Source: an optimization exercise on an open RTL-to-GDS flow (aim: a short achievable clock period and few clock cycles). Production flows keep margins and buffers that such runs may drop. The RTL was checked by simulation tests, not by an equivalence proof against the original design. Power and IR drop assume default switching activity.

## flow/design.v

```verilog
`timescale 1ns / 1ns
module datapath (
    input clk,
    input rst,
    input [31:0] data_in,
    input [31:0] inst_in,
    output [1:0] read_en,
    output [1:0] write_en,
    output [31:0] data_addr,
    output [31:0] inst_addr,
    output [31:0] data_out
);
    wire stall;                  
    wire redirect;               
    wire [31:0] redirect_pc;
    reg [31:0] rf[1:31];
    reg [31:0] pc;
    assign inst_addr = pc;
    wire [6:0] f_opc = inst_in[6:0];
    wire [2:0] f_f3 = inst_in[14:12];
    wire f_jal = (f_opc == 7'b1101111);
    wire f_br = (f_opc == 7'b1100011);
    wire f_same = (inst_in[19:15] == inst_in[24:20]);
    reg f_hint;
    always @(*) begin
        case (f_f3)
            3'b000:  f_hint = f_same;                   
            3'b001:  f_hint = ~f_same;                  
            3'b100:  f_hint = ~f_same;                  
            3'b101:  f_hint = 1'b1;                     
            3'b110:  f_hint = ~f_same;                  
            3'b111:  f_hint = f_same | inst_in[31];     
            default: f_hint = 1'b0;
        endcase
    end
    wire f_take = f_jal | (f_br & (f_hint | (inst_in[31] & ~f_same)));
    wire [31:0] f_immb = {{20{inst_in[31]}}, inst_in[7], inst_in[30:25], inst_in[11:8], 1'b0};
    wire [31:0] f_immj = {{12{inst_in[31]}}, inst_in[19:12], inst_in[20], inst_in[30:21], 1'b0};
    wire [31:0] f_imm = inst_in[3] ? f_immj : f_immb;
    wire [31:0] f_target = pc + f_imm;
    wire [31:0] pc_base = redirect ? redirect_pc : (stall ? pc : pc + 32'd4);
    wire f_use_target = f_take & ~stall & ~redirect;
    always @(posedge clk) begin
        if (rst) pc <= 32'd0;
        else if (f_use_target) pc <= f_target;
        else pc <= pc_base;
    end
    reg d_valid, d_pred;
    reg [31:0] d_ir, d_pc;
    always @(posedge clk) begin
        if (rst | redirect) d_valid <= 1'b0;
        else if (~stall) d_valid <= 1'b1;
        if (~stall) begin
            d_ir <= inst_in;
            d_pc <= pc;
            d_pred <= f_take;
        end
    end
    wire [6:0] d_opc = d_ir[6:0];
    wire [2:0] d_f3 = d_ir[14:12];
    wire [4:0] d_rs1 = d_ir[19:15];
    wire [4:0] d_rs2 = d_ir[24:20];
    wire [4:0] d_rd = d_ir[11:7];
    wire d_lui = (d_opc == 7'b0110111);
    wire d_auipc = (d_opc == 7'b0010111);
    wire d_jal = (d_opc == 7'b1101111);
    wire d_jalr = (d_opc == 7'b1100111);
    wire d_br = (d_opc == 7'b1100011);
    wire d_ld = (d_opc == 7'b0000011);
    wire d_st = (d_opc == 7'b0100011);
    wire d_opi = (d_opc == 7'b0010011);
    wire d_opr = (d_opc == 7'b0110011);
    wire d_use1 = d_jalr | d_br | d_ld | d_st | d_opi | d_opr;
    wire d_use2 = d_br | d_opr;          
    wire d_we = (d_lui | d_auipc | d_jal | d_jalr | d_ld | d_opi | d_opr) & (|d_rd);
    wire [31:0] d_immi = {{20{d_ir[31]}}, d_ir[31:20]};
    wire [31:0] d_imms = {{20{d_ir[31]}}, d_ir[31:25], d_ir[11:7]};
    wire [31:0] d_immb = {{20{d_ir[31]}}, d_ir[7], d_ir[30:25], d_ir[11:8], 1'b0};
    wire [31:0] d_immu = {d_ir[31:12], 12'b0};
    reg w_we;
    reg [4:0] w_rd;
    reg [31:0] w_data;
    wire [31:0] d_r1 = (d_rs1 == 5'd0) ? 32'd0 :
                       (w_we && w_rd == d_rs1) ? w_data : rf[d_rs1];
    wire [31:0] d_r2 = (d_rs2 == 5'd0) ? 32'd0 :
                       (w_we && w_rd == d_rs2) ? w_data : rf[d_rs2];
    wire [31:0] d_a = d_lui ? 32'd0 : d_auipc ? d_pc : d_r1;
    wire [31:0] d_b = (d_opr | d_br) ? d_r2 :
                      (d_lui | d_auipc) ? d_immu :
                      d_st ? d_imms : d_immi;
    wire [31:0] d_pc4 = d_pc + 32'd4;
    wire [31:0] d_alt = d_pred ? d_pc4 : d_pc + d_immb;
    reg e_we, e_ld;
    reg [4:0] e_rd;
    reg m_we;
    reg [4:0] m_rd;
    assign stall = d_valid & e_ld & e_we &
                   ((d_use1 & (d_rs1 == e_rd)) | (d_use2 & (d_rs2 == e_rd)));
    wire d_a_reg = d_use1 & (|d_rs1);
    wire d_b_reg = d_use2 & (|d_rs2);
    wire d_s_reg = d_st & (|d_rs2);
    wire e_hit1 = e_we & (e_rd == d_rs1);
    wire e_hit2 = e_we & (e_rd == d_rs2);
    wire m_hit1 = m_we & (m_rd == d_rs1);
    wire m_hit2 = m_we & (m_rd == d_rs2);
    wire d_alu = d_opi | d_opr;
    wire d_sub = (d_opr & d_f3 == 3'b000 & d_ir[30]) | (d_alu & (d_f3 == 3'b010 | d_f3 == 3'b011)) | d_br;
    wire d_link = d_jal | d_jalr;
    wire d_sel_add = ~d_link & (~d_alu | d_f3 == 3'b000);
    wire d_sel_sll = d_alu & d_f3 == 3'b001;
    wire d_sel_slt = d_alu & d_f3 == 3'b010;
    wire d_sel_sltu = d_alu & d_f3 == 3'b011;
    wire d_sel_xor = d_alu & d_f3 == 3'b100;
    wire d_sel_sr = d_alu & d_f3 == 3'b101;
    wire d_sel_or = d_alu & d_f3 == 3'b110;
    wire d_sel_and = d_alu & d_f3 == 3'b111;
    wire [1:0] d_rsize = (d_f3 == 3'b000 | d_f3 == 3'b100) ? 2'b01 :
                         (d_f3 == 3'b001 | d_f3 == 3'b101) ? 2'b10 :
                         (d_f3 == 3'b010) ? 2'b11 : 2'b00;
    wire [1:0] d_wsize = (d_f3 == 3'b000) ? 2'b01 :
                         (d_f3 == 3'b001) ? 2'b10 :
                         (d_f3 == 3'b010) ? 2'b11 : 2'b00;
    wire d_go = d_valid & ~stall & ~redirect;
    reg e_st, e_br, e_jalr, e_pred;
    reg [1:0] e_size;
    reg e_sign;
    reg [2:0] e_f3;
    reg e_sub, e_arith;
    reg e_sel_add, e_sel_sll, e_sel_slt, e_sel_sltu, e_sel_xor, e_sel_sr, e_sel_or, e_sel_and, e_sel_link;
    reg e_fa_e, e_fa_m, e_fb_e, e_fb_m, e_fs_e, e_fs_l, e_fs_m;
    reg [31:0] e_a, e_b, e_s, e_pc4, e_alt;
    always @(posedge clk) begin
        if (rst | ~d_go) begin
            e_we <= 1'b0;
            e_ld <= 1'b0;
            e_st <= 1'b0;
            e_br <= 1'b0;
            e_jalr <= 1'b0;
        end else begin
            e_we <= d_we;
            e_ld <= d_ld;
            e_st <= d_st;
            e_br <= d_br;
            e_jalr <= d_jalr;
        end
        e_rd <= d_rd;
        e_pred <= d_pred;
        e_size <= d_ld ? d_rsize : d_wsize;
        e_sign <= ~d_f3[2];
        e_f3 <= d_f3;
        e_sub <= d_sub;
        e_arith <= d_ir[30];
        e_sel_add <= d_sel_add;
        e_sel_sll <= d_sel_sll;
        e_sel_slt <= d_sel_slt;
        e_sel_sltu <= d_sel_sltu;
        e_sel_xor <= d_sel_xor;
        e_sel_sr <= d_sel_sr;
        e_sel_or <= d_sel_or;
        e_sel_and <= d_sel_and;
        e_sel_link <= d_link;
        e_fa_e <= d_a_reg & e_hit1;
        e_fa_m <= d_a_reg & ~e_hit1 & m_hit1;
        e_fb_e <= d_b_reg & e_hit2;
        e_fb_m <= d_b_reg & ~e_hit2 & m_hit2;
        e_fs_e <= d_s_reg & e_hit2 & ~e_ld;
        e_fs_l <= d_s_reg & e_hit2 & e_ld;
        e_fs_m <= d_s_reg & ~e_hit2 & m_hit2;
        e_a <= d_a;
        e_b <= d_b;
        e_s <= d_r2;
        e_pc4 <= d_pc4;
        e_alt <= d_alt;
    end
    reg [31:0] m_res;
    reg m_ld, m_sign;
    reg [1:0] m_rden, m_wren;
    wire [31:0] ld_ext;
    wire [31:0] a = e_fa_e ? m_res : e_fa_m ? w_data : e_a;
    wire [31:0] b = e_fb_e ? m_res : e_fb_m ? w_data : e_b;
    wire [31:0] s = e_fs_e ? m_res : e_fs_l ? ld_ext : e_fs_m ? w_data : e_s;
    wire [32:0] sum = {1'b0, a} + {1'b0, b ^ {32{e_sub}}} + {32'd0, e_sub};
    wire ltu = ~sum[32];
    wire lt = (a[31] ^ b[31]) ? a[31] : sum[31];
    wire eq = (a == b);
    wire [31:0] sll = a << b[4:0];
    wire [32:0] sr33 = $signed({e_arith & a[31], a}) >>> b[4:0];
    wire [31:0] e_result =
        ({32{e_sel_add}} & sum[31:0]) |
        ({32{e_sel_sll}} & sll) |
        ({32{e_sel_slt}} & {31'd0, lt}) |
        ({32{e_sel_sltu}} & {31'd0, ltu}) |
        ({32{e_sel_xor}} & (a ^ b)) |
        ({32{e_sel_sr}} & sr33[31:0]) |
        ({32{e_sel_or}} & (a | b)) |
        ({32{e_sel_and}} & (a & b)) |
        ({32{e_sel_link}} & e_pc4);
    reg taken;
    always @(*) begin
        case (e_f3)
            3'b000:  taken = eq;
            3'b001:  taken = ~eq;
            3'b100:  taken = lt;
            3'b101:  taken = ~lt;
            3'b110:  taken = ltu;
            3'b111:  taken = ~ltu;
            default: taken = 1'b0;
        endcase
    end
    assign redirect = (e_br & (taken ^ e_pred)) | e_jalr;
    assign redirect_pc = e_jalr ? {sum[31:1], 1'b0} : e_alt;
    reg [31:0] m_sd;
    always @(posedge clk) begin
        if (rst) begin
            m_we <= 1'b0;
            m_ld <= 1'b0;
            m_rden <= 2'b00;
            m_wren <= 2'b00;
        end else begin
            m_we <= e_we;
            m_ld <= e_ld;
            m_rden <= e_ld ? e_size : 2'b00;
            m_wren <= e_st ? e_size : 2'b00;
        end
        m_rd <= e_rd;
        m_sign <= e_sign;
        m_res <= e_result;
        m_sd <= s;
    end
    assign data_addr = m_res;
    assign data_out = m_sd;
    assign read_en = m_rden;
    assign write_en = m_wren;
    assign ld_ext = (m_sign & m_rden == 2'b01) ? {{24{data_in[7]}}, data_in[7:0]} :
                    (m_sign & m_rden == 2'b10) ? {{16{data_in[15]}}, data_in[15:0]} :
                    data_in;
    always @(posedge clk) begin
        if (rst) w_we <= 1'b0;
        else w_we <= m_we;
        w_rd <= m_rd;
        w_data <= m_ld ? ld_ext : m_res;
    end
    always @(posedge clk) begin
        if (w_we) rf[w_rd] <= w_data;
    end
endmodule
```

## flow/flow/run.sh

```bash
#!/bin/bash
set -euo pipefail
MARGIN=7
sed -E "s/SETUP_SLACK_MARGIN=[0-9.]+/SETUP_SLACK_MARGIN=${MARGIN}/" standard.sh > standard_margin.sh
grep -q "SETUP_SLACK_MARGIN=${MARGIN}" standard_margin.sh
bash standard_margin.sh > make_finish.log 2>&1
```

## flow/standard.sh

```bash
#!/bin/bash
# synth_recipe.tcl (not shown) runs the flow's synth.tcl, then flattens the netlist and writes it again
# the make line also repeats each setting of config.mk as NAME=value (left out here)
make -C /OpenROAD-flow-scripts/flow DESIGN_CONFIG=/design/flow/config.mk WORK_HOME=/design/flow/orfs CLKGATE_MAP_FILE= SYNTH_SCRIPT=/design/flow/synth_recipe.tcl "${@:-finish}"
```

## flow/config.mk

```make
export PLATFORM = sky130hd
export DESIGN_NAME = datapath
export DESIGN_NICKNAME = datapath
export VERILOG_FILES = /design/flow/design.v
export SDC_FILE = /design/flow/constraint.sdc
export NUM_CORES = 4
export LEC_CHECK = 0
export ABC_CLOCK_PERIOD_IN_PS = 3000
export CAP_MARGIN = 20
export CORE_MARGIN = 2
export CORE_UTILIZATION = 40
export PLACE_DENSITY = 0.6
export SETUP_SLACK_MARGIN = 5
export SLEW_MARGIN = 20
```

## flow/constraint.sdc

```tcl
create_clock -name core_clock -period 10.0 [get_ports {clk}]
set_input_delay 2.0000 -clock core_clock [delete_from_list [all_inputs] [get_ports {clk}]]
set_output_delay 2.0000 -clock core_clock [all_outputs]
set_load 0.01 [all_outputs]
```

==> impl_results.md <==
* Status: no timing/DRC/antenna violations
* Post-route ant nets at 0
* Final setup vio count at 0
* Final slew viol count at 0
* Number of enable flip-flop cells after synthesis at 1057
* Syn Inst Count at 5476
* YS warnings at 1
* Crit path kind: reg -> reg
* Worst hold path startpoint: e_sign$_DFF_P_
* Hold Path End: m_sign$_DFF_P_
* Fill cell count at 15000
* Top-count cell post-synth: edfxtp_1
* Final Critical Period at 4.61 ns
* Vias post-DR at 54400
* Largest register FFs at 992
* Port Buf Inserts at 165
* Die extent in y at 430 µm
* P&R area growth vs syn at 25.6%
* Synth area leader: edfxtp_1
* Drt total wl at 286 mm
* Crit path capture type: flip-flop
* Crit start category: flip-flop
* MaxCap Viol Count at 0
* Largest net degree at the start of global routing at 82
* Period utilisation layout at 0.461
* Gp weighted congestion at 0.981
* Reg with most FFs: rf
* Hpwl dp at 171 mm
* Post-Syn Area at 72600 µm²
* Synth top cells by count: edfxtp_1 (1057), mux4_2 (552), nand2_1 (459)
* Final total power at 16.5 mW
* H-tree depth at 4
* Syn Area/Cell at 13.3 µm²
* RSZ-0062 raised after global routing: yes
* Pwr dens at 181 nW/µm²
* Drt first pass iters at 6
* Synth top area cells: edfxtp_1 (44%), mux4_2 (17%), dfxtp_1 (9.7%)
* Critical Path Max Stage Delay at 0.49 ns
* CTS sink count at 1408
* Most frequent CP cell: nand3_4
* Pleak at 31.9 nW
* Initial cell density of the core at 0.402
* Final hold vios at 0
* Worst R2R Path Depth at 16
* Drt wl/cell at 33.7 µm
* Hold path cells at 0
* Via density at 6.40
* Die Wd at 430 µm
* Reg2reg end: pc[16]$_SDFFE_PP0P_
* Iter 0 DRT Violations at 7054
* Final #Nets at 6230
* End-of-flow core utilization at 0.505
* CTS tree: built
* Final TNS setup at 0 ns
* Sequential share of the synthesized area at 0.534
* # hold bufs at CTS at 0
* Reg2reg start: e_fa_m$_DFF_P_
* Clk slew on worst S/H paths at 0.06 ns
* Crit path max-delay cell type: ha_1
* CP arrival at 5.34 ns
* # rows at 156
* Overall routing resource usage at 0.298
* Number of antenna violations at the first check in global routing at 10
* Worst skew pair latency at 0.83 ns
* Total CTS buffers at 150
* Distinct cell type count after synthesis at 93
* Grt total ovfl at 0
* Path type of the worst min-delay path: reg -> reg
* CTS Buffer Depth at 3
* Max VDD drop at 182 µV
* Fraction of layout cells with a size suffix above 1 at 0.357
* Syn Nets at 5703
* Asr flop ratio synth at 0
* Critical Path RT at 10.73 ns
* Worst Clk Skew at 0.0477 ns
* Die area at 185000 µm²
* FMAX at 0.217 GHz
* Slew @ Worst Pin at 1.21 ns
* Clk root buf: clkbuf_16
* Slew Limit Headroom at 0.186
* Core area at 181000 µm²
* CP Max Fanout at 16
* Critical-path cell list: bufbuf_16 -> mux2i_2 -> o21a_2 -> inv_1 -> ha_1 -> a21oi_1 -> o21ai_0 -> a311oi_2 -> and3b_1 -> o21ai_4 -> nand3_4 -> buf_6 -> or3_4 -> nand3_4 -> o221a_4 -> a211oi_2
* First-pass GRT wire length at 392 mm
* Most used DFF post-synth: edfxtp_1
* Yosys top cell area share at 0.437
* Yosys reg bits at 1408
* IO Count at 166
* R2R Setup Slk at 5.39 ns
* Vias in the first global route at 52700
* Drt drc at 0
## logic make-up (layout without fill, tap and decap cells)
| group | Yosys count | count (layout) | synth area share |
|---|---|---|---|
| buffers and inverters | 502 | 1136 | 0.0270 |
| adder cells (fa/ha/maj) | 161 | 161 | 0.0281 |
| flip-flops | 1408 | 1408 | 0.534 |
| AND/OR/NAND/NOR | 1215 | 1227 | 0.0732 |
| multiplexers | 840 | 840 | 0.212 |
| other | 0 | 3 | 0 |
| XOR/XNOR | 199 | 199 | 0.0240 |
| AO/OA/AOI/OAI | 1151 | 1153 | 0.102 |
## per-stage QoR
| step | hold slack [ns] | cells | cell area, µm² | setup WS, ns |
|---|---|---|---|---|
| finish | 0.333 | 8497 | 91200 | 5.39 |
| global route | 0.328 | 8495 | 91200 | 5.26 |
| CTS | 0.326 | 8357 | 88800 | 5.45 |
| detailed placement | 0.314 | 7744 | 77400 | 3.64 |
| global placement | 0.316 | 7744 | 77400 | 3.65 |
| floorplan | 0.310 | 5476 | 73300 | 5.15 |
## worst max-delay path by stage
stage                              start             endpoint  slack (ns)  depth (start not counted)
final                     e_fa_m$_DFF_P_  pc[16]$_SDFFE_PP0P_        5.39                         16
after global routing      e_fb_m$_DFF_P_  pc[11]$_SDFFE_PP0P_        5.26                         19
after CTS                 e_fb_m$_DFF_P_  pc[28]$_SDFFE_PP0P_        5.45                         20
after detailed placement      inst_in[3]  pc[31]$_SDFFE_PP0P_        3.64                         17
after global placement        inst_in[3]  pc[31]$_SDFFE_PP0P_        3.65                         17
after floorplan               inst_in[3]  pc[31]$_SDFFE_PP0P_        5.15                         17
## timing repair
| item | in CTS | in global routing |
|---|---|---|
| setup endpoints to repair | 390 | 313 |
| buffers inserted | 297 | 123 |
| cloned | 43 | 14 |
| pin swaps | 147 | 163 |
| resized for setup | 1231 | 318 |
## layer usage
| metal | share of wire | vias up | GRT usage |
|---|---|---|---|
| met5 | 0.000098 | - | 0 |
| met4 | 0.080 | 4 | 0.193 |
| met3 | 0.091 | 893 | 0.0589 |
| met2 | 0.47 | 3197 | 0.481 |
| met1 | 0.36 | 27700 | 0.366 |
| li1 | - | 22500 | - |
## final cells by class
| class | instances | area (µm²) | share of cell area |
|---|---|---|---|
| multi-input combinational | 3580 | 35600 | 0.391 |
| inverter | 114 | 449 | 0.00492 |
| clock inverter | 70 | 631 | 0.00691 |
| antenna | 3 | 7.51 | 0.0000823 |
| timing repair inverter | 1 | 7.51 | 0.0000823 |
| timing repair buffer | 748 | 8320 | 0.0912 |
| clock buffer | 203 | 4080 | 0.0447 |
| sequential | 1408 | 39100 | 0.429 |
| tap | 2370 | 2970 | 0.0325 |
## placed cells by master, fill, tap and decap left out, types with 169 or more instances in the layout
cell type	n
mux2i_1	199
buf_6	169
o21ai_0	188
a21oi_1	196
nor2_1	372
nand2_1	440
mux4_2	552
dfxtp_1	228
edfxtp_1	1057
buf_4	379
## report_power, final
part           switching (mW)  total, mW  internal [mW]
sequential              0.453       7.47           7.01
combinational            2.09       3.53           1.44
clock                    2.43       5.47           3.04
## critical path, delay by kind of cell, from the launching register on
family	cells	cell delay (ns)
AO/OA/AOI/OAI	7	1.84
AND/OR/NAND/NOR	4	0.84
buffers and inverters	3	0.66
adder cells (fa/ha/maj)	1	0.49
flip-flops	1	0.39
multiplexers	1	0.28
Testbench counts, summed over its fixed seeds: cycles 93,449.

-- re-timing with driven ports --
In the flow no input, the clock included, has a driving cell. The finished layout below was timed again as built, in two steps. Step 1 (the two cells are an assumption about what drives the block):
set clk [get_ports {clk}]
set_driving_cell -lib_cell sky130_fd_sc_hd__clkbuf_16 $clk
set_driving_cell -lib_cell sky130_fd_sc_hd__buf_2 [delete_from_list [all_inputs] $clk]
Step 2 moves the port delays by t, midway between the first and last clock arrival at a register: inputs arrive t later, outputs are due t later. That takes back most of the time a late clock gives input paths. Slacks: ideal ports / drivers / drivers and shift; pairs: ideal ports / drivers.
t (ns): 0.888
setup slack, ns: 5.389 / 5.389 / 4.643
worst setup path after step 2: input to register
After both steps this run still meets setup and hold. For this run, drivers alone change the setup slack by 0.000 ns; drivers and shift together by -0.746 ns.
